Source: an optimization exercise on an open RTL-to-GDS flow (aim: small area, a short achievable clock period and few clock cycles). Production flows keep margins and buffers that such runs may drop. RTL that was checked went through simulation tests only; none was proved equivalent to the original. Power figures rest on the tool's default switching activity, not on a simulated workload.

==> flow/design.v <==
module ram_dp_async_read
#(parameter WIDTH = 8,
  parameter DEPTH = 16,
  parameter DEPTH_LOG = $clog2(DEPTH))
(
 input clk,
 input wr_n,
 input [DEPTH_LOG-1:0] addr_wr,
 input [DEPTH_LOG-1:0] addr_rd,
 input [WIDTH-1:0] data_wr,
 output [WIDTH-1:0] data_rd
);
    reg [WIDTH-1:0] ram [0:DEPTH-1];
    always @(posedge clk) begin
        if(wr_n) begin
            ram[addr_wr] <= data_wr;
        end
    end
    assign data_rd = ram[addr_rd];
endmodule
module rd_inv(input a, output y);
    assign y = ~a;
endmodule
module rd_nand2(input a, input b, output y);
    assign y = ~(a & b);
endmodule
module rd_nor2(input a, input b, output y);
    assign y = ~(a | b);
endmodule
module rd_aoi22(input a1, input a2, input b1, input b2, output y);
    assign y = ~((a1 & a2) | (b1 & b2));
endmodule
module rd_nand4(input a, input b, input c, input d, output y);
    assign y = ~(a & b & c & d);
endmodule
module rd_or2(input a, input b, output y);
    assign y = a | b;
endmodule
module top_fsm(
        input clk,
        input rst_n,
        input        ram_in_we,
        input [4 :0] ram_in_addr_wr,
        input [7 :0] ram_in_data_wr,
        input [3 :0] ram_out_addr_rd,
        output [15:0] ram_out_data_rd,
        input opmode_in,
        output reg done_out
);
    reg [7:0] ram_in [0:31];
    reg [15:0] ram_out [0:15];
    integer i;
    always @(posedge clk) begin
        if (ram_in_we)
            ram_in[ram_in_addr_wr] <= ram_in_data_wr;
    end
    always @(posedge clk) begin
        if (opmode_in)
            for (i = 0; i < 16; i = i + 1)
                ram_out[i] <= {ram_in[2*i], ram_in[2*i+1]};
    end
    wire [3:0]  a = ram_out_addr_rd;
    wire [3:0]  an;
    wire [3:0]  pre_lo_n, pre_hi_n;
    wire [15:0] sel;
    genvar k, b, p;
    generate
        for (k = 0; k < 4; k = k + 1) begin : g_inv
            rd_inv u_inv (.a(a[k]), .y(an[k]));
        end
        for (k = 0; k < 4; k = k + 1) begin : g_pre
            rd_nand2 u_lo (.a(k[1] ? a[1] : an[1]), .b(k[0] ? a[0] : an[0]), .y(pre_lo_n[k]));
            rd_nand2 u_hi (.a(k[1] ? a[3] : an[3]), .b(k[0] ? a[2] : an[2]), .y(pre_hi_n[k]));
        end
        for (k = 0; k < 16; k = k + 1) begin : g_sel
            rd_nor2 u_sel (.a(pre_hi_n[k / 4]), .b(pre_lo_n[k % 4]), .y(sel[k]));
        end
        for (b = 0; b < 16; b = b + 1) begin : g_bit
            wire [7:0] pair_n;
            wire [1:0] half;
            for (p = 0; p < 8; p = p + 1) begin : g_pair
                rd_aoi22 u_pair (.a1(sel[2*p]),   .a2(ram_out[2*p][b]),
                                 .b1(sel[2*p+1]), .b2(ram_out[2*p+1][b]),
                                 .y(pair_n[p]));
            end
            rd_nand4 u_h0 (.a(pair_n[0]), .b(pair_n[1]), .c(pair_n[2]), .d(pair_n[3]), .y(half[0]));
            rd_nand4 u_h1 (.a(pair_n[4]), .b(pair_n[5]), .c(pair_n[6]), .d(pair_n[7]), .y(half[1]));
            rd_or2   u_out (.a(half[0]), .b(half[1]), .y(ram_out_data_rd[b]));
        end
    endgenerate
    always @(posedge clk or negedge rst_n) begin
        if (!rst_n)
            done_out <= 1'b0;
        else if (opmode_in)
            done_out <= 1'b1;
    end
endmodule
make LEC_CHECK=0 CAP_MARGIN=20 CORE_MARGIN=2 CORE_UTILIZATION=75 CTS_CLUSTER_DIAMETER=80 CTS_CLUSTER_SIZE=30 SETUP_SLACK_MARGIN=1.5 SLEW_MARGIN=20 SYNTH_HIERARCHICAL=1 finish   # period 4.5 ns
run.sh (not shown) runs the stock make flow with config.mk's settings and CLKGATE_MAP_FILE= SYNTH_SCRIPT=/design/flow/synth_recipe.tcl, a recipe that flattens the netlist after the stock synthesis.
==> next run, changes <==
--- a/flow/design.v
+++ b/flow/design.v
@@ -27,16 +27,10 @@
 module rd_nor2(input a, input b, output y);
     assign y = ~(a | b);
 endmodule
 module rd_aoi22(input a1, input a2, input b1, input b2, output y);
     assign y = ~((a1 & a2) | (b1 & b2));
-endmodule
-module rd_nand4(input a, input b, input c, input d, output y);
-    assign y = ~(a & b & c & d);
-endmodule
-module rd_or2(input a, input b, output y);
-    assign y = a | b;
 endmodule
 module top_fsm(
         input clk,
         input rst_n,
         input        ram_in_we,
@@ -75,19 +69,24 @@
         for (k = 0; k < 16; k = k + 1) begin : g_sel
             rd_nor2 u_sel (.a(pre_hi_n[k / 4]), .b(pre_lo_n[k % 4]), .y(sel[k]));
         end
         for (b = 0; b < 16; b = b + 1) begin : g_bit
             wire [7:0] pair_n;
-            wire [1:0] half;
+            wire [3:0] quad;
+            wire [1:0] half_n;
             for (p = 0; p < 8; p = p + 1) begin : g_pair
                 rd_aoi22 u_pair (.a1(sel[2*p]),   .a2(ram_out[2*p][b]),
                                  .b1(sel[2*p+1]), .b2(ram_out[2*p+1][b]),
                                  .y(pair_n[p]));
             end
-            rd_nand4 u_h0 (.a(pair_n[0]), .b(pair_n[1]), .c(pair_n[2]), .d(pair_n[3]), .y(half[0]));
-            rd_nand4 u_h1 (.a(pair_n[4]), .b(pair_n[5]), .c(pair_n[6]), .d(pair_n[7]), .y(half[1]));
-            rd_or2   u_out (.a(half[0]), .b(half[1]), .y(ram_out_data_rd[b]));
+            for (p = 0; p < 4; p = p + 1) begin : g_quad
+                rd_nand2 u_quad (.a(pair_n[2*p]), .b(pair_n[2*p+1]), .y(quad[p]));
+            end
+            for (p = 0; p < 2; p = p + 1) begin : g_half
+                rd_nor2 u_half (.a(quad[2*p]), .b(quad[2*p+1]), .y(half_n[p]));
+            end
+            rd_nand2 u_out (.a(half_n[0]), .b(half_n[1]), .y(ram_out_data_rd[b]));
         end
     endgenerate
     always @(posedge clk or negedge rst_n) begin
         if (!rst_n)
             done_out <= 1'b0;
After rerunning: The new run produced a clean layout. Combinational power grows by a few percent. Count of clock-buffer cells in the layout fell by 1. Via count goes up by a few percent. Setup slack improved by 93 ps. Sequential cell count is unchanged. Total power goes up slightly. Sequential power hardly moves. Non-clock buffer count went up by 9. Cell count came out higher by a few percent. Utilization goes up by 1.3 points.
Testbench counts after the change, summed over its fixed seeds: cycles 5,207.
Function not checked in the first run of this note: the RTL went through the layout flow alone.

==> port drivers added, routing unchanged <==
In the flow no input, the clock included, has a driving cell. The finished layouts below were timed again as built, in two steps. Step 1: set_driving_cell puts a clkbuf_16 on clk and a buf_2 on each other input, an assumption about the parent block. Step 2 times the ports against the registers' clock, not the clock port: input delays grow and output delays shrink by t, the midpoint of the rising clock arrivals with the driver on. Slacks: ideal / step 1 / step 2; pairs: ideal / step 1.
| run | t (ns) | setup slack, ns | slew at the worst register clock pin (ns) |
|---|---|---|---|
| the first run | 0.576 | 1.246 / 1.168 / 1.033 | 0.12 / 0.12 |
| the second run | 0.589 | 1.340 / 1.268 / 1.145 | 0.12 / 0.12 |
After both steps setup and hold are still met in every run listed. For the first run, which loses most, drivers alone change the setup slack by -0.078 ns; drivers and shift together by -0.213 ns.
